Background: an optimization exercise with open tools, aiming at a short achievable clock period and few clock cycles. Do not read the settings as production practice.
Only simulation tests tie the RTL to the original design; equivalence was not proved.
Power figures rest on the tool's default switching activity, not on a simulated workload.

===== flow/config.mk =====
export PLATFORM = sky130hd
export DESIGN_NAME = cpu
export DESIGN_NICKNAME = cpu
export VERILOG_FILES = /design/flow/design.v
export SDC_FILE = /design/flow/constraint.sdc
export NUM_CORES = 4
export LEC_CHECK = 0
export ABC_AREA = 1
export ABC_CLOCK_PERIOD_IN_PS = 1000
export CAP_MARGIN = 20
export CORE_MARGIN = 2
export CORE_UTILIZATION = 40
export SETUP_SLACK_MARGIN = 4.3
export SLEW_MARGIN = 20

===== flow/constraint.sdc =====
create_clock -name core_clock -period 6.2 [get_ports {clk}]
set_input_delay 1.2400 -clock core_clock [delete_from_list [all_inputs] [get_ports {clk}]]
set_output_delay 1.2400 -clock core_clock [all_outputs]
set_load 0.01 [all_outputs]

===== flow/design.v =====
module cpu(clk,rst_n, iaddr, instr, wdata, we, addr, re, rdata, hlt);
input clk,rst_n;
input [15:0] instr;
input [15:0] rdata;
output we, re;
output [15:0] iaddr;
output [15:0] addr;
output [15:0] wdata;
output hlt;
function [15:0] satadd;
  input [15:0] a, b;
  reg [15:0] s;
  begin
    s = a + b;
    if (a[15] == b[15] && s[15] != a[15])
      satadd = a[15] ? 16'h8000 : 16'h7fff;
    else
      satadd = s;
  end
endfunction
wire        kill_e;           
wire        redirect_ex;      
wire        redirect_id;      
wire        redirect = kill_e | redirect_ex | redirect_id;
wire [15:0] redirect_pc;
reg         stall_id;         
wire        halt_dec;         
reg         halted;
reg  [15:0] pc;
reg  [15:0] ras;              
wire [15:0] pc1 = pc + 16'd1;
wire [3:0]  if_op    = instr[15:12];
wire        if_jal   = (if_op == 4'hD);
wire        if_br    = (if_op == 4'hC) & (|instr[8:0]);
wire        if_jr    = (if_op == 4'hE);
wire [2:0]  if_cc    = instr[11:9];
wire        if_bra   = (if_op == 4'hC);
wire        if_br_pt = if_bra & ((&if_cc) | (if_cc == 3'b000) | (if_cc == 3'b100) | instr[8]);
wire        pc1_neg  = pc[15] ^ (&pc[14:0]);           
wire [6:0]  hi9_p1   = pc[15:9] + 7'd1;
wire [6:0]  hi9_m1   = pc[15:9] - 7'd1;
wire [3:0]  hi12_p1  = pc[15:12] + 4'd1;
wire [3:0]  hi12_m1  = pc[15:12] - 4'd1;
wire [9:0]  lo9      = {1'b0, pc[8:0]} + {1'b0, instr[8:0]} + 10'd1;
wire [6:0]  hi9      = (instr[8] == lo9[9]) ? pc[15:9] : lo9[9] ? hi9_p1 : hi9_m1;
wire [15:0] raw9     = {hi9, lo9[8:0]};
wire        ovf9     = (pc1_neg == instr[8]) & (raw9[15] != pc1_neg);
wire [12:0] lo12     = {1'b0, pc[11:0]} + {1'b0, instr[11:0]} + 13'd1;
wire [3:0]  hi12     = (instr[11] == lo12[12]) ? pc[15:12] : lo12[12] ? hi12_p1 : hi12_m1;
wire [15:0] raw12    = {hi12, lo12[11:0]};
wire        ovf12    = (pc1_neg == instr[11]) & (raw12[15] != pc1_neg);
wire [15:0] pred_pc  = if_jal ? raw12 : if_br_pt ? raw9 : if_jr ? ras : pc1;
wire        special  = redirect | stall_id;
wire [15:0] spec_pc  = redirect ? redirect_pc : pc;
always @(posedge clk, negedge rst_n)
  if (!rst_n)
    pc <= 16'h0000;
  else
    pc <= special ? spec_pc : pred_pc;
always @(posedge clk, negedge rst_n)
  if (!rst_n)
    ras <= 16'h0000;
  else if (!redirect && !stall_id && if_jal)
    ras <= pc1;
assign iaddr = pc;
wire p_add  = (if_op == 4'h0);
wire p_addz = (if_op == 4'h1);
wire p_sub  = (if_op == 4'h2);
wire p_and  = (if_op == 4'h3);
wire p_nor  = (if_op == 4'h4);
wire p_sll  = (if_op == 4'h5);
wire p_srl  = (if_op == 4'h6);
wire p_sra  = (if_op == 4'h7);
wire p_lw   = (if_op == 4'h8);
wire p_sw   = (if_op == 4'h9);
wire p_lhb  = (if_op == 4'hA);
wire p_llb  = (if_op == 4'hB);
wire p_hlt  = (if_op == 4'hF);
wire p_rr    = p_add | p_addz | p_sub | p_and | p_nor;    
wire p_shift = p_sll | p_srl | p_sra;
wire [3:0] p_ra  = p_lhb ? instr[11:8] : (p_llb | if_jal) ? 4'h0 : instr[7:4];
wire [3:0] p_rb  = p_sw ? instr[11:8] : instr[3:0];
wire [3:0] p_dst = if_jal ? 4'hF : instr[11:8];
wire p_use_a = p_rr | p_shift | p_lw | p_sw;
wire p_use_b = p_rr;
reg         v_d;
reg  [15:0] instr_d;
reg  [15:0] pc1_d;
reg         pt_d;             
reg  [15:0] alt_d;            
reg  [15:0] rawb_d;           
reg         satb_d, satj_d;   
reg  [3:0]  ra_d, rb_d, dst_d;
reg         d_rr, d_sum, d_sub, d_and, d_nor, d_sll, d_shr, d_sra, d_lhb, d_wr,
            d_addz, d_lw, d_sw, d_setz, d_setnv, d_br, d_jr, d_hlt, d_jal, d_immls;
always @(posedge clk, negedge rst_n)
  if (!rst_n)
    v_d <= 1'b0;
  else if (redirect || halt_dec || halted)
    v_d <= 1'b0;
  else if (!stall_id)
    v_d <= 1'b1;
always @(posedge clk)
  if (!stall_id) begin
    instr_d <= instr;
    pc1_d   <= pc1;
    pt_d    <= if_br_pt;
    alt_d   <= if_jr ? ras : pc1;
    rawb_d  <= raw9;
    satb_d  <= ovf9;
    satj_d  <= ovf12;
    ra_d    <= p_ra;
    rb_d    <= p_rb;
    dst_d   <= p_dst;
    d_rr    <= p_rr;
    d_sum   <= p_add | p_addz | p_lw | p_sw | p_llb | if_jal;
    d_sub   <= p_sub;
    d_and   <= p_and;
    d_nor   <= p_nor;
    d_sll   <= p_sll;
    d_shr   <= p_srl | p_sra;
    d_sra   <= p_sra;
    d_lhb   <= p_lhb;
    d_wr    <= p_rr | p_shift | p_lw | p_lhb | p_llb | if_jal;
    d_addz  <= p_addz;
    d_lw    <= p_lw;
    d_sw    <= p_sw;
    d_setz  <= p_rr | p_shift;
    d_setnv <= p_add | p_addz | p_sub;
    d_br    <= if_br;
    d_jr    <= if_jr;
    d_hlt   <= p_hlt;
    d_jal   <= if_jal;
    d_immls <= p_lw | p_sw;
  end
reg  [255:16] rf;
wire [255:0]  rf_all = {rf, 16'h0000};
wire [15:0]   rf_a = rf_all[ra_d*16 +: 16];
wire [15:0]   rf_b = rf_all[rb_d*16 +: 16];
reg         v_m_wr;           
reg  [3:0]  dst_m;
reg  [15:0] res_m;
reg         re_m, we_m;
reg  [15:0] wdata_m;
reg         jrl_m;            
reg  [15:0] alt_m;            
reg  [15:0] wb_res;           
assign kill_e = jrl_m & (wb_res != alt_m);
wire [15:0] dm_res = re_m ? rdata : res_m;
wire a_dm = v_m_wr & (dst_m == ra_d) & (|ra_d);
wire b_dm = v_m_wr & (dst_m == rb_d) & (|rb_d);
wire [15:0] a_val = a_dm ? dm_res : rf_a;
wire [15:0] y_val = b_dm ? dm_res : rf_b;
wire [15:0] imm_val = d_immls ? {{12{instr_d[3]}}, instr_d[3:0]} :
                      d_jal   ? pc1_d :
                                {{8{instr_d[7]}}, instr_d[7:0]};
wire [15:0] b_val = d_rr ? y_val : imm_val;
wire [15:0] shmask = d_sll ? (16'hffff >> instr_d[3:0]) : (16'hffff << instr_d[3:0]);
reg         v_e;
reg  [15:0] a_e, b_e, c_e, mask_e;
reg         bypC_e;
reg         aL_e;             
reg         f_sum_e, f_sub_e, f_and_e, f_nor_e, f_sll_e, f_shr_e, f_lhb_e, f_sh_e;
reg         sra_e;
reg  [3:0]  shamt_e;
reg  [3:0]  dst_e;
reg         wr_e, addz_e, lw_e, sw_e, setz_e, setnv_e, br_e, jr_e, pt_e;
reg  [2:0]  cc_e;
reg  [15:0] alt_e;
reg         zf, nf, vf;
wire e_live   = v_e & ~kill_e;
wire e_writes = e_live & wr_e & ~(addz_e & ~zf);
wire jr_defer = aL_e;
assign halt_dec = v_d & d_hlt & ~stall_id & ~redirect_ex & ~kill_e;
always @(posedge clk, negedge rst_n)
  if (!rst_n)
    halted <= 1'b0;
  else if (halt_dec)
    halted <= 1'b1;
wire issue = v_d & ~stall_id & ~redirect_ex & ~kill_e & ~halted;
wire ex_setsflags = v_e & (setz_e | setnv_e);
reg  taken_id;
always @* begin
  case (instr_d[11:9])
    3'b000: taken_id = ~zf;
    3'b001: taken_id = zf;
    3'b010: taken_id = ~zf & ~nf;
    3'b011: taken_id = nf;
    3'b100: taken_id = zf | ~nf;
    3'b101: taken_id = nf | zf;
    3'b110: taken_id = vf;
    default: taken_id = 1'b1;
  endcase
end
wire        resolv     = ~ex_setsflags;
wire [15:0] tgt_br_fix = satb_d ? (instr_d[8] ? 16'h8000 : 16'h7fff) : rawb_d;
wire [15:0] alt_id     = (d_br & ~pt_d) ? tgt_br_fix : alt_d;
wire        br_refetch = d_br & pt_d & satb_d;
assign redirect_id = v_d & ~redirect_ex & ~kill_e &
                     ((d_jal & satj_d) | br_refetch |
                      (d_br & resolv & (taken_id ^ pt_d)));
wire [15:0] id_target  = d_jal ? (instr_d[11] ? 16'h8000 : 16'h7fff) :
                         (pt_d & ~satb_d) ? pc1_d : tgt_br_fix;
always @(posedge clk, negedge rst_n)
  if (!rst_n)
    stall_id <= 1'b0;
  else
    stall_id <= (issue & d_lw & (|dst_d) &
                 ((p_use_a & (p_ra == dst_d)) | (p_use_b & (p_rb == dst_d)))) |
                (issue & d_jr & p_hlt & e_writes & lw_e & (dst_e == ra_d) & (|ra_d));
always @(posedge clk, negedge rst_n)
  if (!rst_n) begin
    v_e <= 1'b0;
  end else begin
    v_e <= issue & ~d_hlt;
  end
wire [15:0] res_e;            
wire bypA_n = e_writes & (dst_e == ra_d) & (|ra_d);
wire bypY_n = e_writes & (dst_e == rb_d) & (|rb_d);
always @(posedge clk) begin
  a_e     <= bypA_n ? res_e : a_val;
  b_e     <= (bypY_n & d_rr) ? res_e : b_val;
  c_e     <= y_val;
  mask_e  <= shmask;
  bypC_e  <= bypY_n;
  aL_e    <= bypA_n & lw_e;
  f_sum_e <= d_sum;
  f_sub_e <= d_sub;
  f_and_e <= d_and;
  f_nor_e <= d_nor;
  f_sll_e <= d_sll;
  f_shr_e <= d_shr;
  f_sh_e  <= d_sll | d_shr;
  f_lhb_e <= d_lhb;
  sra_e   <= d_sra;
  shamt_e <= instr_d[3:0];
  dst_e   <= dst_d;
  wr_e    <= d_wr;
  addz_e  <= d_addz;
  lw_e    <= d_lw;
  sw_e    <= d_sw;
  setz_e  <= d_setz;
  setnv_e <= d_setnv;
  br_e    <= d_br & (~resolv | (pt_d & satb_d));    
  jr_e    <= d_jr;
  pt_e    <= pt_d;
  cc_e    <= instr_d[11:9];
  alt_e   <= alt_id;
end
wire [15:0] A = a_e;
wire [15:0] B = b_e;
wire [15:0] Bx  = f_sub_e ? ~B : B;
wire [16:0] sum1 = {A, 1'b1} + {Bx, f_sub_e};
wire [15:0] sum = sum1[16:1];
wire sat_pos = ~A[15] & ~Bx[15] &  sum[15];
wire sat_neg =  A[15] &  Bx[15] & ~sum[15];
wire ovf = sat_pos | sat_neg;
wire [15:0] sum_sat = sat_pos ? 16'h7fff : sat_neg ? 16'h8000 : sum;
wire [15:0] shl = A << shamt_e;
wire        shin = sra_e & A[15];
wire [15:0] shr1 = shamt_e[0] ? {shin, A[15:1]} : A;
wire [15:0] shr2 = shamt_e[1] ? {{2{shin}}, shr1[15:2]} : shr1;
wire [15:0] shr4 = shamt_e[2] ? {{4{shin}}, shr2[15:4]} : shr2;
wire [15:0] shr  = shamt_e[3] ? {{8{shin}}, shr4[15:8]} : shr4;
wire [7:0] lhb_lo = aL_e ? rdata[7:0] : a_e[7:0];
assign res_e = ({16{f_sum_e | f_sub_e}} & sum_sat) |
                    ({16{f_and_e}} & (A & B)) |
                    ({16{f_nor_e}} & ~(A | B)) |
                    ({16{f_sll_e}} & shl) |
                    ({16{f_shr_e}} & shr) |
                    ({16{f_lhb_e}} & {b_e[7:0], lhb_lo});
wire [15:0] c_fwd = bypC_e ? dm_res : c_e;
wire        f_ar_e = f_sum_e | f_sub_e;
wire [15:0] kin    = {A[14:0] | Bx[14:0], f_sub_e};
wire [15:0] zbits  = ({16{f_ar_e}}  & ~(A ^ Bx ^ kin)) |
                     ({16{f_and_e}} & ~(A & B)) |
                     ({16{f_nor_e}} &  (A | B)) |
                     ({16{f_sh_e}}  & ~(A & mask_e));
wire   z_e = (&zbits) & ~(f_ar_e & A[15] & Bx[15]);
always @(posedge clk, negedge rst_n)
  if (!rst_n) begin
    zf <= 1'b0; nf <= 1'b0; vf <= 1'b0;
  end else begin
    if (e_live & setz_e)  zf <= z_e;
    if (e_live & setnv_e) begin nf <= ovf ? A[15] : sum[15]; vf <= ovf; end
  end
reg taken;
always @* begin
  case (cc_e)
    3'b000: taken = ~zf;
    3'b001: taken = zf;
    3'b010: taken = ~zf & ~nf;
    3'b011: taken = nf;
    3'b100: taken = zf | ~nf;
    3'b101: taken = nf | zf;
    3'b110: taken = vf;
    default: taken = 1'b1;
  endcase
end
wire jr_neq = (a_e != alt_e);
wire br_mis = e_live & br_e & (taken ^ pt_e);
wire jr_mis = e_live & jr_e & ~jr_defer & jr_neq;
assign redirect_ex = br_mis | jr_mis;
assign redirect_pc = kill_e ? wb_res : redirect_ex ? (jr_e ? a_e : alt_e) : id_target;
always @(posedge clk, negedge rst_n)
  if (!rst_n) begin
    v_m_wr <= 1'b0;
    re_m   <= 1'b0;
    we_m   <= 1'b0;
    jrl_m  <= 1'b0;
  end else begin
    v_m_wr <= e_writes;
    re_m   <= e_live & lw_e;
    we_m   <= e_live & sw_e;
    jrl_m  <= e_live & jr_e & jr_defer;
  end
always @(posedge clk) begin
  alt_m   <= alt_e;
  wb_res  <= dm_res;
  dst_m   <= dst_e;
  res_m   <= res_e;
  wdata_m <= c_fwd;
end
integer k;
always @(posedge clk)
  for (k = 1; k < 16; k = k + 1)
    if (v_m_wr && (dst_m == k))
      rf[k*16 +: 16] <= dm_res;
assign addr  = res_m;
assign re    = re_m;
assign we    = we_m;
assign wdata = wdata_m;
assign hlt   = halted;
endmodule

===== flow/flow/run.sh =====
#!/bin/bash
# The standard layout (the standard.sh) with two changes:
#  - synthesis does not map adders onto the library's full/half-adder cells
#    (ADDER_MAP_FILE left empty), so abc restructures the carry logic for
#    speed; registers are unchanged;
#  - every input and output port is still buffered, but with buf_4 instead
#    of the delay-cell buffer buffer_ports picks by itself.
# make's full output goes to make.log in the work folder.
set -euo pipefail
bash standard.sh ADDER_MAP_FILE= "BUFFER_PORTS_ARGS=-buffer_cell sky130_fd_sc_hd__buf_4" finish > make.log 2>&1

===== flow/standard.sh =====
#!/bin/bash
# synth_recipe.tcl (not shown) runs the flow's synth.tcl, then flattens the netlist and writes it again
# the make line also repeats each setting of config.mk as NAME=value (left out here)
make -C /OpenROAD-flow-scripts/flow DESIGN_CONFIG=/design/flow/config.mk WORK_HOME=/design/flow/orfs CLKGATE_MAP_FILE= SYNTH_SCRIPT=/design/flow/synth_recipe.tcl "${@:-finish}"

==> results of run 1 <==
## power by group
group          internal, mW  leakage [nW]  switching, mW  total (mW)
registers              4.79          5.25          0.589        5.38
clock network          2.22          1.05           1.57        3.80
logic                  2.51          10.2           3.95        6.46
total                  9.53          16.5           6.11        15.6
## final timing paths
path / depth (start not counted) / slack (ps) / to
max reg2reg: 21 / 3550 / vf$_DFFE_PN0P_
min reg2reg: 0 / 340 / f_and_e$_DFF_P_
max in group asynchronous: 1 / 4990 / pc[2]$_DFFE_PN0P_
max: 21 / 3550 / vf$_DFFE_PN0P_
min: 0 / 340 / f_and_e$_DFF_P_
min in group asynchronous: 1 / 640 / pc[14]$_DFFE_PN0P_
## cell families (layout without fill, tap and decap cells)
kind of cell | after synthesis | after routing | synth area share [%]
AOI/OAI and AO/OA | 958 | 958 | 19.4
DFF | 557 | 557 | 50.3
and+or+nand+nor | 1300 | 1308 | 19.4
buffers and inverters | 590 | 1007 | 8.09
xor gates and xnor gates | 59 | 59 | 1.86
other | 0 | 2 | 0
muxes | 25 | 25 | 0.953
## metal layers
| layer | global-route usage [%] | part of all wire, % |
|---|---|---|
| met1 | 44.1 | 40 |
| met3 | 5.87 | 12 |
| met5 | 0 | 0 |
| met2 | 46.8 | 43 |
| met4 | 11.4 | 5.0 |
## stage by stage
step / instance area [um2] / util, % / setup slack [ps] / cells
floorplan: 30100 / - / 3380 / 3489
global placement: 31300 / 43.0 / 2320 / 4387
detailed placement: 31300 / 43.1 / 2380 / 4388
CTS: 38200 / 52.6 / 3620 / 4777
global route: 40500 / 55.7 / 3470 / 4873
finish: 40500 / 55.7 / 3550 / 4875
## timing repair
item,4_1_cts,5_1_grt
buffers inserted,245,91
resized for setup,666,354
pin swaps,130,170
cloned,30,5
endpoints found under the hold margin,0,0
endpoints found under the setup margin,401,252
## sequential cells by signal (all words and copies together) (netlist names), 12 cells and up
name	count
wdata_m	16
pc1_d	16
alt_d	16
wb_res	16
rf	240
rawb_d	16
mask_e	16
b_e	16
res_m	16
alt_e	16
alt_m	16
instr_d	12
c_e	16
pc	16
ras	16
a_e	16
## cells in the final DEF (no fill, tap or decap), drive strengths merged, types with 96 or more instances in the layout
cell type,instances
clkbuf,96
nand3,179
o21ai,441
inv,381
nor2,271
edfxtp,335
o221ai,105
a21oi,228
nand2,745
dfxtp,179
buf,470
## area by class of cell
class                   count  area share (%)
multi-input cells        2350            38.4
flip-flops and latches    557            36.7
repair buffers            480            12.1
clock buffers              91            4.62
inverters                 404            4.40
well taps                 959            2.96
clock inverters            23           0.587
repair inverters            9           0.213
diodes                      2          0.0124
==> metrics.md, run 1 <==
| Metric | Value |
|---|---|
| HPWL after detailed placement | 76,600 um |
| Yosys top cell by area | edfxtp_1 |
| Post-Syn Area per Cell | 8.39 um2 |
| First-pass GRT wire length | between 150,000 and 200,000 um |
| TritonCTS clock tree | built |
| IO Count | 85 |
| Initial antenna violation count | 1 |
| Critical path required time | 6700 ps |
| TritonCTS Buffers | 60 |
| Crit path kind | flip-flop to flip-flop |
| Ys async rst share | 7.72% |
| Root buffer cell | clkbuf_16 |
| FF-to-FF Start | f_sub_e$_DFF_P_ |
| Filler cells | 6,205 |
| Fmax | 377 MHz |
| Row count | 99 |
| Drt first pass iters | 6 |
| DR vias/cell | 5.96 |
| CP startpoint kind | flip-flop |
| CP peak stage delay | about 350 ps |
| Number of routed nets with antenna violations | 0 |
| CP arrival | ~3200 ps |
| Slew HR | 43.0% |
| Clock Sinks | 557 |
| Top cells by area, synth | edfxtp_1 (34%), dfxtp_1 (12%), nand2_1 (9.0%) |
| Critical-path cell list | buf_12 -> buf_6 -> buf_16 -> nand2_4 -> nand2_2 -> nand2_2 -> nand2_4 -> inv_4 -> nand2_4 -> nor3_4 -> nand2_2 -> nand2_2 -> nand4_4 -> buf_12 -> nand3_4 -> buf_4 -> buf_6 -> buf_4 -> nand2_2 -> nand2_1 -> o21ai_0 |
| Initial Utilization | 40.3% |
| Layout area overhead | 38.4% |
| Max-slew violations | 0 |
| Setup TNS Final | 0 ps |
| Yosys warnings | 1 |
| Number of buffers added on ports | 84 |
| Post-Route WL | roughly 120,000 um |
| Worst VDD drop | 0.349 mV |
| Critical path buffers and inverters | 8 |
| Die X | 274 um |
| LEAKAGE | 16.5 nW |
| Max FO, Critical Path | 8 |
| Final Net Count | 3,896 |
| Minimum clock period | 2650 ps |
| Die area | 75,300 um2 |
| Endpoints failing hold | 0 |
| Critical path origin | f_sub_e$_DFF_P_ |
| MaxCap Viol Count | 0 |
| Hold_sp | d_and$_DFFE_PN_ |
| Skew-Pair Late Insertion Delay | 650 ps |
| Pin count of the biggest net entering global routing | 96 |
| Pwr Density | 386 nW/um2 |
| Total power | ~16 mW |
| Post-synth EDFFs | 335 |
| H-tree levels | 2 |
| Final Cycle Share | 42.8% |
| Yosys cell types | 76 |
| Mapped Area | 29,300 um2 |
| CP max-delay cell | dfxtp_4 |
| Primary FF master, synth | edfxtp_1 |
| Crit path top cell by count | nand2_2 |
| Vias in the first global route | 26,400 |
| Class of the worst hold path | flip-flop to flip-flop |
| Syn Nets | 3,523 |
| Post-synthesis register bit count | approximately 560 |
| CP endpoint kind | flip-flop |
| Routed wire length per instance | 25.2 um |
| Post-synth top cells | nand2_1 (700), o21ai_0 (420), inv_1 (380), edfxtp_1 (335), nor2_1 (254) |
| Core area | 72,700 um2 |
| CTS clock-pin slew for the worst setup and hold paths | 60 ps |
| DRC Markers | 0 |
| Longest Clk Path Bufs | 3 |
| Gr ovfl total | 0 |
| Via count | 29,000 |
| Delay-heaviest family, CP | simple AND/OR/NAND/NOR gates |
| Final Skew | 26.7 ps |
| Multi-input gate area | 15,600 um2 |
| Post-synth top area share | around 34% |
| CTS Hold Bufs | 0 |
| RSZ-0062 raised after global routing | yes |
| Slew at the pin closest to its max-slew limit | 854 ps |
| Run status | timing/DRC/antenna clean |
| Die height | 274 um |
| Final hold slack | 340 ps |
| Final setup violation count | 0 |
| Most frequent cell after synthesis | nand2_1 |
| Layout cells sized above 1 | between 30% and 40% |
| Initial DRC count | 4,232 |
| Gr usage total | 31.0% |
| Post-Synthesis Cells | 3,489 |
| Placer Congestion | 1.03 |
| Register area share after synthesis | 50.3% |
| FF+latch area | ~15,000 um2 |
Testbench counts, summed over its fixed seeds: cycles 68,708.
==> run 2, diff against run 1 <==
--- a/flow/design.v
+++ b/flow/design.v
@@ -221,3 +221,3 @@
   a_e     <= bypA_n ? res_e : a_val;
-  b_e     <= (bypY_n & d_rr) ? res_e : b_val;
+  b_e     <= (bypY_n & d_rr) ? (d_sub ? ~res_e : res_e) : (d_sub ? ~b_val : b_val);
   c_e     <= y_val;
@@ -251,3 +251,3 @@
 wire [15:0] B = b_e;
-wire [15:0] Bx  = f_sub_e ? ~B : B;
+wire [15:0] Bx  = B;          
 wire [16:0] sum1 = {A, 1'b1} + {Bx, f_sub_e};
==> run 2 against run 1 <==
Effect of this change:
- clock skew up 2.1 ps
- cell count down 0.33%
- routed wire length down 0.26%
- worst hold slack about the same
- maximum frequency up 1.3%
- critical path type is now input pin to flip-flop
- highest routed layer is now met5
==> metrics.md, run 2 <==
| Metric | Value |
|---|---|
| Via count | 29,100 |
| Layout area overhead | 39.9% |
| Post-Synthesis Cells | between 3,000 and 4,000 |
| Top cells by area, synth | edfxtp_1 (35%), dfxtp_1 (12%), nand2_1 (9.9%) |
| DRC Markers | 0 |
| Number of buffers added on ports | 84 |
| Total power | roughly 16 mW |
| FF-to-FF Start | rb_d[1]$_DFFE_PN_ |
| Initial DRC count | 4,301 |
| Crit path to | pc[15]$_DFFE_PN0P_ |
| CP endpoint kind | flip-flop |
| CTS clock-pin slew for the worst setup and hold paths | roughly 60 ps |
| Initial Utilization | 40.5% |
| Minimum clock period | roughly 2600 ps |
| Clock Sinks | 557 |
| Post-synthesis register bit count | ~560 |
| Number of routed nets with antenna violations | 0 |
| Die height | 273 um |
| Longest Clk Path Bufs | 3 |
| Core area | around 70,000 um2 |
| Post-synth top area share | 34.6% |
| Worst reg2reg path endpoint | b_e[7]$_DFF_P_ |
| Max FO, Critical Path | 7 |
| Slew HR | 26.9% |
| Register area share after synthesis | 50.7% |
| Pin count of the biggest net entering global routing | 67 |
| Final Net Count | 3,891 |
| Routed wire length per instance | 25.2 um |
| Post-Syn Area per Cell | 8.37 um2 |
| LEAKAGE | 16.7 nW |
| Ys async rst share | 7.72% |
| Die area | 74,800 um2 |
| First-pass GRT wire length | around 170,000 um |
| Post-synth top cells | nand2_1 (764), inv_1 (357), o21ai_0 (352), edfxtp_1 (335), nor2_1 (282) |
| DR vias/cell | 6.00 |
| H-tree levels | 2 |
| Crit path kind | input pin to flip-flop |
| Initial antenna violation count | 5 |
| Primary FF master, synth | edfxtp_1 |
| Post-synth EDFFs | 335 |
| Run status | timing/DRC/antenna clean |
| RSZ-0062 raised after global routing | yes |
| Critical path required time | ~6800 ps |
| Non-Filler Instances | 4,859 |
| Most frequent cells in the layout | nand2_1 (624), edfxtp_1 (335), buf_4 (293), inv_1 (281), o21ai_0 (261) |
| TritonCTS Buffers | 59 |
| Endpoints failing hold | 0 |
| Critical path origin | instr[4] |
| Layout cells sized above 1 | 34.8% |
| MaxCap Viol Count | 0 |
| Most frequent cell after synthesis | nand2_1 |
| IO Count | 85 |
| Mapped Area | about 29,000 um2 |
| Skew-Pair Late Insertion Delay | between 600 and 700 ps |
| CP startpoint kind | input pin |
| Final Skew | 28.8 ps |
| Yosys warnings | 1 |
| Die X | 273 um |
| Design area | 40,600 um2 |
| HPWL after detailed placement | 73,600 um |
| Drt first pass iters | 6 |
| Class of the worst hold path | flip-flop to flip-flop |
| Max-slew violations | 0 |
| Row count | 98 |
| Yosys cell types | 69 |
| CP arrival | roughly 3200 ps |
| Slew at the pin closest to its max-slew limit | 1090 ps |
| Final setup violation count | 0 |
| Final Cycle Share | 42.3% |
| Gr usage total | ~31% |
| Placer Congestion | 0.974 |
| Commonest non-fill, non-tap cell in the layout | nand2_1 |
| Post-Route WL | 122,000 um |
| Yosys top cell by area | edfxtp_1 |
| Fin util | 56.7% |
| Pwr Density | a little under 400 nW/um2 |
| FF-to-FF path depth | 15 |
| Root buffer cell | clkbuf_16 |
| Syn Nets | 3,503 |
| TritonCTS clock tree | built |
| Register-to-Register Setup Slack | 3590 ps |
| Vias in the first global route | ~27,000 |
| Reg with most FFs | rf |
| Setup TNS Final | 0 ps |
| Worst VDD drop | 0.387 mV |
| Cell area after placement | 31,200 um2 |
| Placed insts | 4,359 |
| Gr ovfl total | 0 |
| Fmax | 382 MHz |
| Number of flip-flops in the largest register | 240 |
run 2: cell count changes in the layout (fill, tap and decap cells not counted), sizes merged, moves of 22 or more:
cell	before	now
nand2	745	801
o21ai	441	388
nand3	179	147
xor2	35	67
inv	381	356
o221ai	105	81
nand4	46	24
nor2	271	293
run 2: final cells by class:
class                           count  area (um2)
Timing Repair Buffer              490        5190
Fill cell                        6119       31100
Clock inverter                     30         288
Timing Repair inverter             17         135
Inverter                          379        1780
Tap cell                          950        1190
Clock buffer                       82        1710
Antenna cell                        1        2.50
Multi-Input combinational cell   2353       15500
Sequential cell                   557       14900
run 2: metrics by stage:
step                      hold slack, ps  worst slack [ps]
after CTS                            340              3630
after global routing                 347              3440
after detailed placement             327              2460
after global placement               325              2480
after floorplan                      323              3390
final                                340              3580
run 2: worst max-delay path: stages:
cell,delay (ps)
buf_8,120
inv_6,50
nand2_4,80
nand2_4,80
nor2_2,140
nand3_2,140
nand2_4,130
nand2_8,110
nand2_8,120
nand2_4,60
nand3_4,120
nand2_4,60
nand3_2,100
nand2_2,50
nand2_2,100
nand3_4,80
buf_4,150
nand3_4,60
nand2_2,60
a21oi_2,120
run 2: worst min-delay path by stage:
stage	slack (ps)	cells after the start	start	end
after detailed placement	330	0	d_lhb$_DFFE_PN_	f_lhb_e$_DFF_P_
after floorplan	320	0	d_addz$_DFFE_PN_	addz_e$_DFF_P_
after global placement	330	0	d_sw$_DFFE_PN_	sw_e$_DFF_P_
after global routing	350	0	d_addz$_DFFE_PN_	addz_e$_DFF_P_
final	340	0	d_addz$_DFFE_PN_	addz_e$_DFF_P_
after CTS	340	0	d_and$_DFFE_PN_	f_and_e$_DFF_P_
run 2: layer usage:
metal / vias up / global-route usage [%] / share of wire [%]
li1: 12800 / - / -
met1: 13900 / 42.7 / 39
met2: 2053 / 47.0 / 43
met3: 424 / 6.67 / 12
met4: 4 / 13.9 / 5.4
met5: - / 0 / 0.025
run 2: cell families (layout without fill, tap and decap cells):
kind of cell | Yosys count | in the layout | share of synthesized area [%]
flops | 557 | 557 | 50.7
mux | 26 | 26 | 0.995
compound gates | 920 | 920 | 19.1
simple gates | 1320 | 1327 | 19.1
other cells | 0 | 1 | 0
buf+inv | 566 | 998 | 7.76
xor+xnor | 80 | 80 | 2.41
run 2: where the power goes:
group | switching, mW | internal [mW] | leakage [nW] | total [mW]
Clock | 1.58 | 2.06 | 0.972 | 3.64
Sequential | 0.579 | 4.82 | 5.25 | 5.40
Combinational | 4.02 | 2.55 | 10.4 | 6.57
run 2: what timing repair did:
action | CTS | global route
setup endpoints to repair | 344 | 240
pin swaps | 171 | 139
gates resized for setup | 810 | 266
cloned | 34 | 6
hold buffers | 0 | 0
buffers inserted | 256 | 91
Testbench counts of run 2, summed over its fixed seeds: cycles 68,708.
==> run 3, diff against run 2 <==
--- a/flow/config.mk
+++ b/flow/config.mk
@@ -12,3 +12,3 @@
 export CORE_UTILIZATION = 40
-export SETUP_SLACK_MARGIN = 4.3
+export SETUP_SLACK_MARGIN = 5.0
 export SLEW_MARGIN = 20
==> run 3 against run 2 <==
Effect of this change:
- maximum frequency shrank 3.6%
- synthesized area is the same
- flip-flop and latch count is the same
- combinational power grew about 20%
- highest routed layer unchanged
==> metrics.md, run 3 <==
| Metric | Value |
|---|---|
| Run status | timing/DRC/antenna clean |
| Clock network fraction of total power | 22.1% |
| Crit path setup slack, layout | 3480 ps |
| Endpoints failing hold | 0 |
| Post-synthesis register bit count | about 560 |
| Critical path origin | rb_d[1]$_DFFE_PN_ |
| FF-to-FF path depth | 13 |
| Layout cells sized above 1 | 42.4% |
| IO Count | 85 |
| CP peak stage delay | 430 ps |
| Register area share after synthesis | 50.7% |
| FF-to-FF Start | rb_d[1]$_DFFE_PN_ |
| Max-slew violations | 0 |
| Final Cycle Share | a little over two fifths |
| H-tree levels | 2 |
| Skew-Pair Late Insertion Delay | ~680 ps |
| Post-Route WL | 142,000 um |
| Critical path required time | 6820 ps |
| CTS clock-pin slew for the worst setup and hold paths | 70 ps |
| Hold_sp | d_sw$_DFFE_PN_ |
| Number of buffers added on ports | 84 |
| Initial antenna violation count | 1 |
| Number of flip-flops in the largest register | 240 |
| Layout area overhead | 56.8% |
| CP endpoint kind | flip-flop |
| Longest Clk Path Bufs | 3 |
| HPWL after detailed placement | 74,300 um |
| Yosys top cell by area | edfxtp_1 |
| Pin count of the biggest net entering global routing | 62 |
| Post-synth top cells | nand2_1 (764), inv_1 (357), o21ai_0 (352), edfxtp_1 (335), nor2_1 (282) |
| Critical-path cell list | clkinvlp_4 -> buf_8 -> o22ai_1 -> a21oi_2 -> o2111ai_4 -> buf_6 -> buf_16 -> a31oi_4 -> nand2_1 -> nand2_1 -> xor2_1 -> nand2_1 -> nand2_1 |
| Int Pwr | 10.3 mW |
| Register-to-Register Setup Slack | between 3000 and 4000 ps |
| Commonest non-fill, non-tap cell in the layout | nand2_1 |
| Core area | 71,700 um2 |
| Yosys warnings | 1 |
| Routed wire length per instance | 27.8 um |
| Seq pwr share | about a third |
| Psw | slightly below 7 mW |
| Die area | between 70,000 and 80,000 um2 |
| Gr ovfl total | 0 |
| Initial Utilization | 40.5% |
| LEAKAGE | 18.8 nW |
| Ys async rst share | around 7.7% |
| Number of routed nets with antenna violations | 0 |
| Minimum clock period | 2720 ps |
| Filler cells | 5,258 |
| Crit path kind | flip-flop to flip-flop |
| Crit path top cell by count | nand2_1 |
| Hold Crit Depth | 0 |
| CP arrival | approximately 3300 ps |
| Sw Ratio | 40.1% |
| Max FO, Critical Path | 8 |
| Top cells by area, synth | edfxtp_1 (35%), dfxtp_1 (12%), nand2_1 (9.9%) |
| WHS Endpoint | sw_e$_DFF_P_ |
| Post-synth EDFFs | 335 |
| DR vias/cell | 6.27 |
| CP max-delay cell | edfxtp_1 |
| Clock Sinks | 557 |
| Root buffer cell | clkbuf_16 |
| CP startpoint kind | flip-flop |
| ANT cells | 0 |
| Post-Syn Area per Cell | 8.37 um2 |
| Gate power share | 46.1% |
| Setup TNS Final | 0 ps |
| Via count | 31,900 |
| Die height | 273 um |
| Dpl ws | 2450 ps |
| Final Skew | 23.8 ps |
| Primary FF master, synth | edfxtp_1 |
| Drt first pass iters | 10 |
| Gr usage total | 33.5% |
| Fmax | 368 MHz |
| Class of the worst hold path | flip-flop to flip-flop |
| Die X | 273 um |
| Syn Nets | 3,503 |
| Slew HR | 29.5% |
| Final Net Count | a little over 4,000 |
| Post-Synthesis Cells | 3,469 |
| TritonCTS Buffers | a little under 60 |
| DRC Markers | 0 |
| First-pass GRT wire length | 186,000 um |
| Most frequent cells in the layout | nand2_1 (586), edfxtp_1 (335), buf_4 (309), inv_1 (255), buf_6 (250) |
| Reg with most FFs | rf |
| RSZ-0062 raised after global routing | yes |
| Slew at the pin closest to its max-slew limit | roughly 1100 ps |
| Worst VDD drop | 0.348 mV |
| Most frequent cell after synthesis | nand2_1 |
| TritonCTS clock tree | built |
| Final setup violation count | 0 |
| Pwr Density | 377 nW/um2 |
| CTS Hold Bufs | 0 |
| Vias in the first global route | 28,300 |
| MaxCap Viol Count | 0 |
| Post-synth top area share | 34.6% |
| Initial DRC count | 5,272 |
| Placer Congestion | ~0.97 |
| Mapped Area | 29,000 um2 |
| Row count | 98 |
| Yosys cell types | 69 |
| Worst reg2reg path endpoint | b_e[11]$_DFF_P_ |
==> run 3: cell counts after synthesis <==
Identical to the previous run, type by type.
==> run 3: timing repair <==
item | in CTS | in global routing
setup buffers | 334 | 217
endpoints found under the hold margin | 0 | 0
gates cloned | 59 | 16
setup endpoints to repair | 864 | 891
resized for setup | 955 | 494
pin swaps | 202 | 186
==> run 3: area by class of cell <==
cell class              instances  area [um2]  share of cell area (%)
inverters                     379        1940                    4.25
well taps                     950        1190                    2.61
clock inverters                31         382                   0.838
repair buffers                716        8540                    18.8
clock buffers                  78        1650                    3.63
flip-flops and latches        557       14900                    32.7
repair inverters               23         199                   0.437
multi-input cells            2355       16800                    36.8
==> run 3: per-stage QoR <==
stage                     power (mW)  instance area, um2  instances  hold WS [ps]  utilization (%)
after CTS                       15.2               41400       4856           342             57.8
final                           17.2               45500       5089           341             63.5
after global routing            17.6               45500       5089           353             63.5
after global placement          9.70               31700       4353           324             44.2
after floorplan                 8.16               30600       3469           323                -
after detailed placement        9.72               31700       4354           327             44.2
==> run 3: worst max path at each step <==
| stage | end | slack, ps | cells after the start |
|---|---|---|---|
| after floorplan | satb_d$_DFFE_PN_ | 3390 | 15 |
| after global placement | b_e[6]$_DFF_P_ | 2490 | 14 |
| after detailed placement | b_e[6]$_DFF_P_ | 2450 | 14 |
| after CTS | re | 3650 | 1 |
| after global routing | pc[15]$_DFFE_PN0P_ | 3470 | 15 |
| final | b_e[11]$_DFF_P_ | 3480 | 13 |
==> run 3: metal layers <==
| metal | up-vias | track usage [%] | part of all wire, % |
|---|---|---|---|
| li1 | 13300 | - | - |
| met1 | 15000 | 44.5 | 36 |
| met2 | 2824 | 49.9 | 42 |
| met3 | 844 | 8.04 | 14 |
| met4 | 2 | 18.8 | 8.7 |
| met5 | - | 0 | 0.0071 |
==> run 3: power groups by stage <==
stage	Combinational, mW	Clock (mW)	Sequential (mW)
after global routing	8.22	3.91	5.48
after floorplan	2.96	0	5.20
after detailed placement	4.21	0	5.51
after CTS	6.08	3.75	5.36
final	7.91	3.79	5.45
after global placement	4.19	0	5.51
==> run 3: cells by family after synthesis <==
kind of cell / share of synthesized area, %
AOI/OAI and AO/OA: 19.1
and+or+nand+nor: 19.1
muxes: 0.995
buffers and inverters: 7.76
xor gates and xnor gates: 2.41
DFF: 50.7
==> run 3: worst max-delay path, delay by kind of cell, from the launching register on <==
kind	cells	cell delay (ps)
and+or+nand+nor	4	340
DFF	1	430
AOI/OAI and AO/OA	4	960
xor gates and xnor gates	1	190
buffers and inverters	4	740
==> run 4, diff against run 3 <==
--- a/flow/config.mk
+++ b/flow/config.mk
@@ -11,4 +11,4 @@
 export CORE_MARGIN = 2
-export CORE_UTILIZATION = 40
-export SETUP_SLACK_MARGIN = 5.0
+export CORE_UTILIZATION = 30
+export SETUP_SLACK_MARGIN = 4.3
 export SLEW_MARGIN = 20
==> run 4 against run 3 <==
Effect of this change:
- still clean
- clock-buffer cell count increased by 4
- routed wire length decreased by 12%
- global-route usage decreased by 9.2 points
- sequential power decreased by 1%
- clock power increased by 4%
- sequential share of layout area increased by 3.3 points
==> metrics.md, run 4 <==
| Metric | Value |
|---|---|
| Seq pwr share | approximately a third |
| Register area share after synthesis | 50.7% |
| HPWL after detailed placement | 76,200 um |
| TritonCTS clock tree | built |
| Initial antenna violation count | 6 |
| Post-Route WL | 125,000 um |
| Clock network fraction of total power | approximately 24% |
| Post-Synthesis Cells | 3,469 |
| Core area | 96,300 um2 |
| Setup TNS Final | 0 ps |
| Gate power share | 42.5% |
| Fmax | ~380 MHz |
| Number of buffers added on ports | 84 |
| Non-Filler Instances | approximately 5,200 |
| Longest Clk Path Bufs | 3 |
| Top cells by area, synth | edfxtp_1 (35%), dfxtp_1 (12%), nand2_1 (9.9%) |
| Root buffer cell | clkbuf_16 |
| Int Pwr | 9.88 mW |
| Commonest non-fill, non-tap cell in the layout | nand2_1 |
| Routed wire length per instance | 24.1 um |
| Final setup violation count | 0 |
| Clock Sinks | 557 |
| Layout area overhead | 42.2% |
| Ys async rst share | 7.72% |
| Layout cells sized above 1 | 34.2% |
| Psw | 6.37 mW |
| Pwr Density | 393 nW/um2 |
| Final Cycle Share | between 40% and 50% |
| CTS clock-pin slew for the worst setup and hold paths | 60 ps |
| Post-synthesis register bit count | 557 |
| Post-synth top cells | nand2_1 (764), inv_1 (357), o21ai_0 (352), edfxtp_1 (335), nor2_1 (282) |
| Sw Ratio | 39.2% |
| TritonCTS Buffers | 66 |
| Slew HR | 26.3% |
| Register-to-Register Setup Slack | 3560 ps |
| Syn Nets | approximately 3,500 |
| Fin util | 42.9% |
| Gr ovfl total | 0 |
| Yosys cell types | 69 |
| Crit path kind | flip-flop to flip-flop |
| Via count | between 20,000 and 30,000 |
| Pin count of the biggest net entering global routing | 68 |
| Yosys warnings | 1 |
| Gr usage total | 24.2% |
| LEAKAGE | 16.8 nW |
| Post-synth top area share | 34.6% |
| Die X | 315 um |
| Hold_sp | d_addz$_DFFE_PN_ |
| Initial DRC count | ~4,000 |
| Reg with most FFs | rf |
| Placed insts | 4,687 |
| Yosys top cell by area | edfxtp_1 |
| Post-Syn Area per Cell | ~8.4 um2 |
| Drt first pass iters | 7 |
| Slew at the pin closest to its max-slew limit | around 1100 ps |
| FF-to-FF Start | pc[8]$_DFFE_PN0P_ |
| Most frequent cell after synthesis | nand2_1 |
| Worst VDD drop | around 0.36 mV |
| Endpoints failing hold | 0 |
| H-tree levels | 3 |
| Post-synth EDFFs | 335 |
| Primary FF master, synth | edfxtp_1 |
| Mapped Area | around 29,000 um2 |
| Die height | 315 um |
| IO Count | 85 |
| MaxCap Viol Count | 0 |
| DRC Markers | 0 |
| Max-slew violations | 0 |
| Run status | timing/DRC/antenna clean |
| Final Skew | 39.5 ps |
| First-pass GRT wire length | 180,000 um |
| Critical path required time | 6760 ps |
| Final Net Count | 3,883 |
| CP arrival | around 3200 ps |
| CP startpoint kind | flip-flop |
| CP endpoint kind | flip-flop |
| DR vias/cell | 5.61 |
| Placer Congestion | 0.982 |
| Most frequent cells in the layout | nand2_1 (621), edfxtp_1 (335), inv_1 (277), o21ai_0 (265), buf_4 (250) |
| Class of the worst hold path | flip-flop to flip-flop |
| Row count | 114 |
| Skew-Pair Late Insertion Delay | between 600 and 700 ps |
| Number of routed nets with antenna violations | 0 |
| Die area | 99,300 um2 |
| Vias in the first global route | 26,900 |
| Initial Utilization | 30.2% |
| Max FO, Critical Path | 6 |
| RSZ-0062 raised after global routing | yes |
| Minimum clock period | between 2000 and 3000 ps |
| Critical path origin | pc[8]$_DFFE_PN0P_ |
| Number of flip-flops in the largest register | 240 |
==> run 4: timing repair <==
item / 4_1_cts / 5_1_grt
endpoints found under the setup margin: 390 / 224
pin swaps: 166 / 142
hold buffers: 0 / 0
gates resized for setup: 843 / 258
buffers inserted: 241 / 89
gates cloned: 38 / 2
==> run 4: final timing paths <==
| check | depth (start not counted) | end |
|---|---|---|
| worst max-delay path | 19 | pc[15]$_DFFE_PN0P_ |
| worst min-delay path | 0 | addz_e$_DFF_P_ |
| worst max register to register | 19 | pc[15]$_DFFE_PN0P_ |
| worst min register to register | 0 | addz_e$_DFF_P_ |
| max in group asynchronous | 1 | re_m$_DFF_PN0_ |
| min in group asynchronous | 1 | pc[14]$_DFFE_PN0P_ |
==> run 4: layer usage <==
metal,track usage (%),vias up,wire length (um)
met5,0,-,57
met4,10.8,8,6200
met1,33.4,13900,49900
li1,-,12800,-
met3,5.20,381,14300
met2,36.4,1966,54000
==> run 4: kinds of logic (layout without fill, tap and decap cells) <==
group	after synthesis	after routing	synth area share, %
AOI/OAI and AO/OA	920	920	19.1
DFF	557	557	50.7
muxes	26	26	0.995
buffers and inverters	566	989	7.76
and+or+nand+nor	1320	1327	19.1
other	0	1	0
xor gates and xnor gates	80	80	2.41
==> run 4: critical path: stages, from the launching register on <==
cell     delay [ps]
dfrtp_2         460
buf_4           180
inv_2           170
nand2_4          90
nand2_8         100
nor2_4           50
a21oi_4         150
buf_12          160
buf_4           130
nand3_1         120
nand2_2         150
nor2_4           50
nand3_4          80
nand2_1          60
nand2_2         110
nand3_4         110
buf_4           150
nand3_2          50
nand2_1          50
a21oi_1         140
==> run 4: layout make-up <==
type / count / area, um2
Antenna cell: 1 / 2.50
Clock buffer: 82 / 1750
Clock inverter: 36 / 407
Fill cell: 9083 / 55000
Inverter: 379 / 1790
Multi-Input combinational cell: 2353 / 15500
Sequential cell: 557 / 14900
Tap cell: 1276 / 1600
Timing Repair Buffer: 477 / 5240
Timing Repair inverter: 15 / 133
==> run 4: power groups by stage <==
stage	sequential [mW]	clock, mW	combinational, mW
2_1_floorplan	5.16	0	2.84
3_3_place_gp	5.46	0	4.19
3_5_place_dp	5.45	0	4.22
4_1_cts	5.37	3.97	5.93
5_1_grt	5.42	4.12	7.31
6_report	5.38	3.96	6.90
==> run 4: through the flow <==
stage	area, um2	total power, mW	setup slack, ps	hold WS [ps]
floorplan	29900	8.00	3390	323
detailed placement	31600	9.67	2410	327
global placement	31600	9.65	2470	324
global route	41300	16.9	3460	343
CTS	39600	15.3	3650	340
finish	41300	16.3	3560	340
==> run 5, diff against run 4 <==
--- a/flow/design.v
+++ b/flow/design.v
@@ -38,3 +38,2 @@
 wire        if_br_pt = if_bra & ((&if_cc) | (if_cc == 3'b000) | (if_cc == 3'b100) | instr[8]);
-wire        pc1_neg  = pc[15] ^ (&pc[14:0]);           
 wire [6:0]  hi9_p1   = pc[15:9] + 7'd1;
@@ -46,3 +45,2 @@
 wire [15:0] raw9     = {hi9, lo9[8:0]};
-wire        ovf9     = (pc1_neg == instr[8]) & (raw9[15] != pc1_neg);
 wire [12:0] lo12     = {1'b0, pc[11:0]} + {1'b0, instr[11:0]} + 13'd1;
@@ -50,3 +48,2 @@
 wire [15:0] raw12    = {hi12, lo12[11:0]};
-wire        ovf12    = (pc1_neg == instr[11]) & (raw12[15] != pc1_neg);
 wire [15:0] pred_pc  = if_jal ? raw12 : if_br_pt ? raw9 : if_jr ? ras : pc1;
@@ -91,3 +88,5 @@
 reg  [15:0] rawb_d;           
-reg         satb_d, satj_d;   
+reg         rjs_d;            
+wire        satb_d = (pc1_d[15] == instr_d[8])  & (rawb_d[15] != pc1_d[15]);
+wire        satj_d = (pc1_d[15] == instr_d[11]) & (rjs_d != pc1_d[15]);
 reg  [3:0]  ra_d, rb_d, dst_d;
@@ -109,4 +108,3 @@
     rawb_d  <= raw9;
-    satb_d  <= ovf9;
-    satj_d  <= ovf12;
+    rjs_d   <= raw12[15];
     ra_d    <= p_ra;
--- a/flow/config.mk
+++ b/flow/config.mk
@@ -11,3 +11,3 @@
 export CORE_MARGIN = 2
-export CORE_UTILIZATION = 30
+export CORE_UTILIZATION = 40
 export SETUP_SLACK_MARGIN = 4.3
==> run 5 against run 4 <==
Effect of this change:
- maximum frequency fell by 1.6%
- flip-flop and latch count fell by 1
- combinational power rose by 5.5%
- largest cell class unchanged
- via count rose by 4.3%
- power rose by 0.85%
- first-iteration DRC count rose by 5.9%
- critical path type unchanged
==> metrics.md, run 5 <==
| Metric | Value |
|---|---|
| Syn Nets | 3,572 |
| Slew HR | 40.5% |
| Critical path required time | 6710 ps |
| Via count | 30,300 |
| Vias in the first global route | roughly 28,000 |
| Skew-Pair Late Insertion Delay | 670 ps |
| Drt first pass iters | 7 |
| DRC Markers | 0 |
| Number of flip-flops in the largest register | 240 |
| CTS clock-pin slew for the worst setup and hold paths | 70 ps |
| Post-synth top area share | 34.1% |
| Initial DRC count | 4,205 |
| Root buffer cell | clkbuf_16 |
| Max FO, Critical Path | 5 |
| Initial Utilization | 40.3% |
| Minimum clock period | 2680 ps |
| Mapped Area | 29,400 um2 |
| Gate power share | around 44% |
| Number of buffers added on ports | 84 |
| Row count | 99 |
| Longest Clk Path Bufs | 3 |
| RSZ-0062 raised after global routing | yes |
| Fmax | 373 MHz |
| Psw | 6.51 mW |
| CP startpoint kind | flip-flop |
| Die height | roughly 270 um |
| CP endpoint kind | flip-flop |
| Non-Filler Instances | a little over 5,000 |
| Pin count of the biggest net entering global routing | 75 |
| Sw Ratio | 39.7% |
| Post-Route WL | 129,000 um |
| Final setup violation count | 0 |
| Die area | ~76,000 um2 |
| Placer Congestion | 1.01 |
| IO Count | 85 |
| Number of routed nets with antenna violations | 0 |
| Seq pwr share | 32.9% |
| Top cells by area, synth | edfxtp_1 (34%), dfxtp_1 (12%), nand2_1 (9.6%) |
| TritonCTS Buffers | 58 |
| Register area share after synthesis | 50.0% |
| Placed insts | 4,446 |
| Int Pwr | 9.88 mW |
| TritonCTS clock tree | built |
| First-pass GRT wire length | 183,000 um |
| Pwr Density | 383 nW/um2 |
| Setup TNS Final | 0 ps |
| HPWL after detailed placement | 76,500 um |
| Most frequent cell after synthesis | nand2_1 |
| Yosys warnings | 1 |
| MaxCap Viol Count | 0 |
| Final Net Count | slightly above 4,000 |
| DR vias/cell | 6.00 |
| Endpoints failing hold | 0 |
| Routed wire length per instance | 25.6 um |
| Max-slew violations | 0 |
| Post-synth top cells | nand2_1 (750), inv_1 (387), o21ai_0 (362), edfxtp_1 (334), nor2_1 (282) |
| Final Skew | 57.7 ps |
| Clock Sinks | 556 |
| Post-Synthesis Cells | between 3,000 and 4,000 |
| Crit path kind | flip-flop to flip-flop |
| Yosys cell types | 68 |
| Run status | timing/DRC/antenna clean |
| Worst VDD drop | 0.355 mV |
| CP arrival | 3200 ps |
| Post-synthesis register bit count | 556 |
| Layout cells sized above 1 | a little under two fifths |
| Post-synth EDFFs | 334 |
| Clock network fraction of total power | 22.7% |
| Register-to-Register Setup Slack | 3520 ps |
| Layout area overhead | 45.7% |
| Initial antenna violation count | 3 |
| Fin util | 58.8% |
| Gr ovfl total | 0 |
| LEAKAGE | 17.8 nW |
| Commonest non-fill, non-tap cell in the layout | nand2_1 |
| CTS Hold Bufs | 0 |
| Gr usage total | 32.4% |
| Slew at the pin closest to its max-slew limit | just under 900 ps |
| Reg with most FFs | rf |
| Primary FF master, synth | edfxtp_1 |
| Class of the worst hold path | flip-flop to flip-flop |
| Core area | about 73,000 um2 |
| Final Cycle Share | 43.3% |
| Die X | 275 um |
| Yosys top cell by area | edfxtp_1 |
| Most frequent cells in the layout | nand2_1 (593), edfxtp_1 (334), buf_4 (314), inv_1 (303), o21ai_0 (254) |
| Ys async rst share | around 7.7% |
| Post-Syn Area per Cell | 8.30 um2 |
| H-tree levels | 2 |
[run 5: worst max-delay path: stages (launching register included)]
cell and delay [ps]:
edfxtp_1 440, buf_6 160, buf_6 120, buf_12 120, nor2_4 130, inv_2 80, nor2_4 100, o21ai_2 70
nand3_4 150, buf_6 120, buf_6 110, buf_12 120, buf_6 100, nor2_4 40, a31oi_4 210, o21ai_2 100
xor2_1 190, nand2_1 120, nand2_1 50
[run 5: final cells by class]
cell class / instances / area, um2
repair buffers: 598 / 6550
diodes: 2 / 5.00
flip-flops and latches: 556 / 14800
repair inverters: 13 / 126
well taps: 959 / 1200
clock inverters: 44 / 502
multi-input cells: 2388 / 16100
fillers: 5908 / 30000
clock buffers: 66 / 1520
inverters: 421 / 1970
[run 5: cells by family after synthesis]
group                  after synthesis  share of synthesized area [%]
AO/OA/AOI/OAI                      955                           19.3
XOR/XNOR                            81                           2.44
buffers and inverters              603                           8.06
flip-flops                         556                           50.0
multiplexers                        23                          0.865
AND/OR/NAND/NOR                   1320                           19.3
[run 5: routing by layer]
metal  routed length [um]  GRT usage (%)  up-vias
met3                16100           8.13      494
met5                    0              0        -
li1                     -              -    13200
met1                49600           43.7    14300
met2                55100           48.3     2293
met4                 8260           16.1        0
[run 5: what timing repair did]
item / CTS / global route
setup buffers: 348 / 91
gates resized for setup: 881 / 353
pin swaps: 210 / 184
setup endpoints to repair: 375 / 243
gates cloned: 45 / 5
[run 5: power by group through the flow]
stage / registers (mW) / clock network (mW) / logic (mW)
after floorplan: 5.16 / 0 / 2.94
after global placement: 5.46 / 0 / 4.27
after detailed placement: 5.46 / 0 / 4.27
after CTS: 5.35 / 3.73 / 6.08
after global routing: 5.42 / 3.89 / 7.67
final: 5.39 / 3.72 / 7.28
[run 5: path summary, 6_finish.rpt]
check / from / depth (start not counted) / endpoint
hold reg to reg: d_setnv$_DFFE_PN_ / 0 / setnv_e$_DFF_P_
hold / removal: d_setnv$_DFFE_PN_ / 0 / setnv_e$_DFF_P_
min in group asynchronous: rst_n / 1 / pc[15]$_DFFE_PN0P_
setup reg to reg: rb_d[0]$_DFFE_PN_ / 18 / b_e[4]$_DFF_P_
max in group asynchronous: rst_n / 1 / re_m$_DFF_PN0_
setup / recovery: rb_d[0]$_DFFE_PN_ / 18 / b_e[4]$_DFF_P_
[run 5: stage by stage]
step	hold slack [ps]	area [um2]	setup slack, ps	total power, mW
floorplan	323	30200	3370	8.10
global placement	324	31500	2640	9.73
detailed placement	327	31600	2590	9.73
CTS	341	40600	3660	15.2
global route	349	42800	3490	17.0
finish	341	42800	3520	16.4
Testbench counts of run 5, summed over its fixed seeds: cycles 68,708.
==> run 6, diff against run 5 <==
--- a/flow/design.v
+++ b/flow/design.v
@@ -9,2 +9,10 @@
 output hlt;
+function [15:1] oh15;
+  input [3:0] r;
+  integer i;
+  begin
+    for (i = 1; i < 16; i = i + 1)
+      oh15[i] = (r == i);
+  end
+endfunction
 function [15:0] satadd;
@@ -92,2 +100,3 @@
 reg  [3:0]  ra_d, rb_d, dst_d;
+reg  [15:1] ra_oh_d, rb_oh_d;    
 reg         d_rr, d_sum, d_sub, d_and, d_nor, d_sll, d_shr, d_sra, d_lhb, d_wr,
@@ -111,2 +120,4 @@
     rb_d    <= p_rb;
+    ra_oh_d <= oh15(p_ra);
+    rb_oh_d <= oh15(p_rb);
     dst_d   <= p_dst;
@@ -135,4 +146,12 @@
 wire [255:0]  rf_all = {rf, 16'h0000};
-wire [15:0]   rf_a = rf_all[ra_d*16 +: 16];
-wire [15:0]   rf_b = rf_all[rb_d*16 +: 16];
+reg  [15:0]   rf_a, rf_b;
+integer j;
+always @* begin
+  rf_a = 16'h0000;
+  rf_b = 16'h0000;
+  for (j = 1; j < 16; j = j + 1) begin
+    rf_a = rf_a | ({16{ra_oh_d[j]}} & rf_all[j*16 +: 16]);
+    rf_b = rf_b | ({16{rb_oh_d[j]}} & rf_all[j*16 +: 16]);
+  end
+end
 reg         v_m_wr;           
==> run 6 against run 5 <==
Effect of this change:
- worst hold slack worse by 0.89 ps
- worst setup slack better by 120 ps
- synthesized cell count down 2.2%
- power down 0.18%
- non-clock buffer count down 121
- cell count down 3.4%
- global-route usage down 1.7 points
- die area down 0.32%
- synthesized area down 0.32%
- sequential power up 8.0%
- first-iteration DRC count down 18%
- highest routed layer unchanged
==> metrics.md, run 6 <==
| Metric | Value |
|---|---|
| Post-Synthesis Cells | 3,461 |
| Max-slew violations | 0 |
| HPWL after detailed placement | 76,400 um |
| Via count | 28,400 |
| Placer Congestion | 0.981 |
| Clock Sinks | 586 |
| Pin count of the biggest net entering global routing | 83 |
| Ys async rst share | 7.34% |
| DRC Markers | 0 |
| Max FO, Critical Path | 7 |
| IO Count | 85 |
| Fmax | 390 MHz |
| Most frequent cell after synthesis | nand2_1 |
| TritonCTS Buffers | 67 |
| Yosys cell types | 71 |
| Most frequent cells in the layout | nand2_1 (843), edfxtp_1 (364), buf_4 (287), inv_1 (213), o21ai_0 (188) |
| Post-synth EDFFs | 364 |
| DR vias/cell | 5.82 |
| CTS clock-pin slew for the worst setup and hold paths | around 60 ps |
| Gate power share | 40.1% |
| Post-synth top area share | 37.3% |
| CP arrival | a little over 3000 ps |
| Layout cells sized above 1 | 34.3% |
| Post-synth top cells | nand2_1 (1,024), edfxtp_1 (364), inv_1 (326), o21ai_0 (315), nor2_1 (248) |
| Class of the worst hold path | flip-flop to flip-flop |
| Minimum clock period | 2560 ps |
| Critical path required time | 6680 ps |
| Setup TNS Final | 0 ps |
| Seq pwr share | 35.6% |
| Initial antenna violation count | 3 |
| CP startpoint kind | flip-flop |
| Post-synthesis register bit count | 586 |
| Core area | 72,700 um2 |
| Yosys top cell by area | edfxtp_1 |
| Register area share after synthesis | between 50 and 60% |
| Skew-Pair Late Insertion Delay | 630 ps |
| CP max-delay cell | dfxtp_4 |
| Crit path top cell by count | nand2_2 |
| Number of buffers added on ports | 84 |
| Die area | roughly 75,000 um2 |
| Final Cycle Share | approximately two fifths |
| Final Net Count | 3,899 |
| Final hold slack | between 300 and 400 ps |
| Commonest non-fill, non-tap cell in the layout | nand2_1 |
| Total power | 16.4 mW |
| Routed wire length per instance | 24.3 um |
| Post-Route WL | ~120,000 um |
| Die height | 275 um |
| Reg with most FFs | rf |
| RSZ-0062 raised after global routing | yes |
| Layout area overhead | 36.8% |
| Int Pwr | 10.0 mW |
| Top cells by area, synth | edfxtp_1 (37%), nand2_1 (13%), dfxtp_1 (12%) |
| Number of routed nets with antenna violations | 0 |
| Mapped Area | 29,300 um2 |
| Row count | 99 |
| First-pass GRT wire length | 171,000 um |
| MaxCap Viol Count | 0 |
| Pwr Density | 408 nW/um2 |
| CP endpoint kind | flip-flop |
| Gr usage total | approximately 30% |
| Initial DRC count | 3,428 |
| Final Skew | between 30 and 40 ps |
| Die X | 275 um |
| TritonCTS clock tree | built |
| Sw Ratio | between 30% and 40% |
| Final setup violation count | 0 |
| Cell area after placement | 31,600 um2 |
| Dpl ws | 2640 ps |
| Yosys warnings | 1 |
| Longest Clk Path Bufs | 3 |
| Slew at the pin closest to its max-slew limit | 970 ps |
| Gr ovfl total | 0 |
| Primary FF master, synth | edfxtp_1 |
| Clock network fraction of total power | 24.3% |
| Endpoints failing hold | 0 |
| Run status | timing/DRC/antenna clean |
| Worst VDD drop | 0.298 mV |
| Psw | approximately 6.3 mW |
| Vias in the first global route | 26,200 |
| Crit path kind | flip-flop to flip-flop |
| Root buffer cell | clkbuf_16 |
| LEAKAGE | 16.4 nW |
| Drt first pass iters | 6 |
| Syn Nets | 3,495 |
| Initial Utilization | 40.3% |
| Crit path setup slack, layout | 3640 ps |
| Slew HR | 35.3% |
| Critical-path cell list | buf_6 -> buf_6 -> nor2_4 -> o21ai_2 -> a21oi_2 -> nand2_2 -> nand2_2 -> nand2_4 -> nand3_4 -> buf_12 -> nand3_4 -> buf_6 -> nand2_2 -> nand2_2 -> nand2_4 -> nand2_4 -> buf_6 -> nand2_2 -> o21ai_1 |
| CP peak stage delay | 400 ps |
| Post-Syn Area per Cell | 8.46 um2 |
| H-tree levels | 3 |
| Number of flip-flops in the largest register | 240 |
| Design area | 40,000 um2 |
[run 6: cell count changes after synthesis, sizes merged, moves of 58 or more]
cell | previous run | this run
a21oi | 260 | 147
inv | 415 | 334
nand2 | 791 | 1057
nand4 | 17 | 75
o21ai | 404 | 339
o221ai | 81 | 8
[run 6: routing by layer]
| metal | up-vias | global-route usage (%) | share of wire [%] |
|---|---|---|---|
| li1 | 12600 | - | - |
| met1 | 13500 | 43.6 | 41 |
| met2 | 1851 | 45.6 | 43 |
| met3 | 354 | 5.59 | 11 |
| met4 | 0 | 13.4 | 5.0 |
| met5 | - | 0 | 0 |
[run 6: timing repair]
item | 4_1_cts | 5_1_grt
pin swaps | 147 | 147
setup buffers | 267 | 78
resized for setup | 687 | 238
endpoints found under the setup margin | 385 | 275
cloned | 23 | 1
hold buffers | 0 | 0
[run 6: worst max-delay path: cells and delay by family (launching register included)]
kind / cells / cell delay, ps
DFF: 1 / 400
buffers and inverters: 5 / 670
and+or+nand+nor: 11 / 1070
AOI/OAI and AO/OA: 3 / 290
[run 6: final timing paths]
check | depth (start not counted) | slack [ps] | endpoint | startpoint
setup / recovery | 19 | 3640 | a_e[9]$_DFF_P_ | a_e[2]$_DFF_P_
hold / removal | 0 | 340 | sw_e$_DFF_P_ | d_sw$_DFFE_PN_
min in group asynchronous | 1 | 660 | nf$_DFFE_PN0P_ | rst_n
hold reg to reg | 0 | 340 | sw_e$_DFF_P_ | d_sw$_DFFE_PN_
setup reg to reg | 19 | 3640 | a_e[9]$_DFF_P_ | a_e[2]$_DFF_P_
max in group asynchronous | 1 | 5020 | re_m$_DFF_PN0_ | rst_n
[run 6: final cells by class]
cell class | instances | area [um2]
diodes | 1 | 2.50
repair buffers | 477 | 4620
well taps | 959 | 1200
fillers | 6298 | 32700
multi-input cells | 2387 | 14600
repair inverters | 9 | 81.3
clock inverters | 30 | 364
inverters | 337 | 1640
clock buffers | 88 | 1800
flip-flops and latches | 586 | 15800
[run 6: cell families after synthesis]
kind of cell              after synthesis  share of synthesized area, %
and+or+nand+nor                      1599                          23.1
AOI/OAI and AO/OA                     705                          14.6
DFF                                   586                          53.2
buffers and inverters                 497                          6.77
xor gates and xnor gates               72                          2.20
muxes                                   2                        0.0684
[run 6: per-stage QoR]
step                cells  util (%)
floorplan            3461         -
global placement     4386      43.5
detailed placement   4386      43.5
CTS                  4794      53.1
global route         4873      55.1
finish               4874      55.1
[run 6: power groups by stage]
| stage | Clock [mW] | Combinational (mW) | Sequential (mW) |
|---|---|---|---|
| 4_1_cts | 4.00 | 5.72 | 5.77 |
| 3_3_place_gp | 0 | 4.10 | 5.88 |
| 6_report | 3.98 | 6.56 | 5.82 |
| 3_5_place_dp | 0 | 4.12 | 5.88 |
| 5_1_grt | 4.16 | 6.99 | 5.84 |
| 2_1_floorplan | 0 | 2.88 | 5.47 |
Testbench counts of run 6, summed over its fixed seeds: cycles 68,708.

what the ideal ports hide:
In the flow no input, the clock included, has a driving cell. The finished layouts below were timed again as built, in two steps.
Step 1: set_driving_cell puts a clkbuf_16 on clk and a buf_2 on each other input, an assumption about the parent block.
Step 2, shift: input delay + t, output delay - t, t = (earliest + latest rising clock arrival at the registers) / 2. This alone moves slack from input paths to output paths.
Slacks: ideal ports / drivers / drivers and shift; pairs: ideal ports / drivers.
| run | t, ns | setup WS [ns] | worst hold slack (ns) | cell pins on the clock port's net |
|---|---|---|---|---|
| run 1 | 0.702 | 3.546 / 3.546 / 2.880 | 0.340 / 0.340 / 0.340 | 1 |
| run 2 | 0.700 | 3.579 / 3.573 / 2.892 | 0.340 / 0.340 / 0.340 | 1 |
| run 3 | 0.734 | 3.481 / 3.481 / 2.848 | 0.341 / 0.341 / 0.341 | 1 |
| run 4 | 0.682 | 3.558 / 3.558 / 2.944 | 0.340 / 0.340 / 0.340 | 1 |
| run 5 | 0.708 | 3.516 / 3.516 / 2.952 | 0.341 / 0.341 / 0.341 | 1 |
| run 6 | 0.679 | 3.635 / 3.596 / 3.004 | 0.340 / 0.340 / 0.340 | 1 |
After both steps every run listed still meets setup and hold. The setup slack of run 2, which loses most, moves by -0.006 ns with the drivers and by -0.687 ns with both steps.
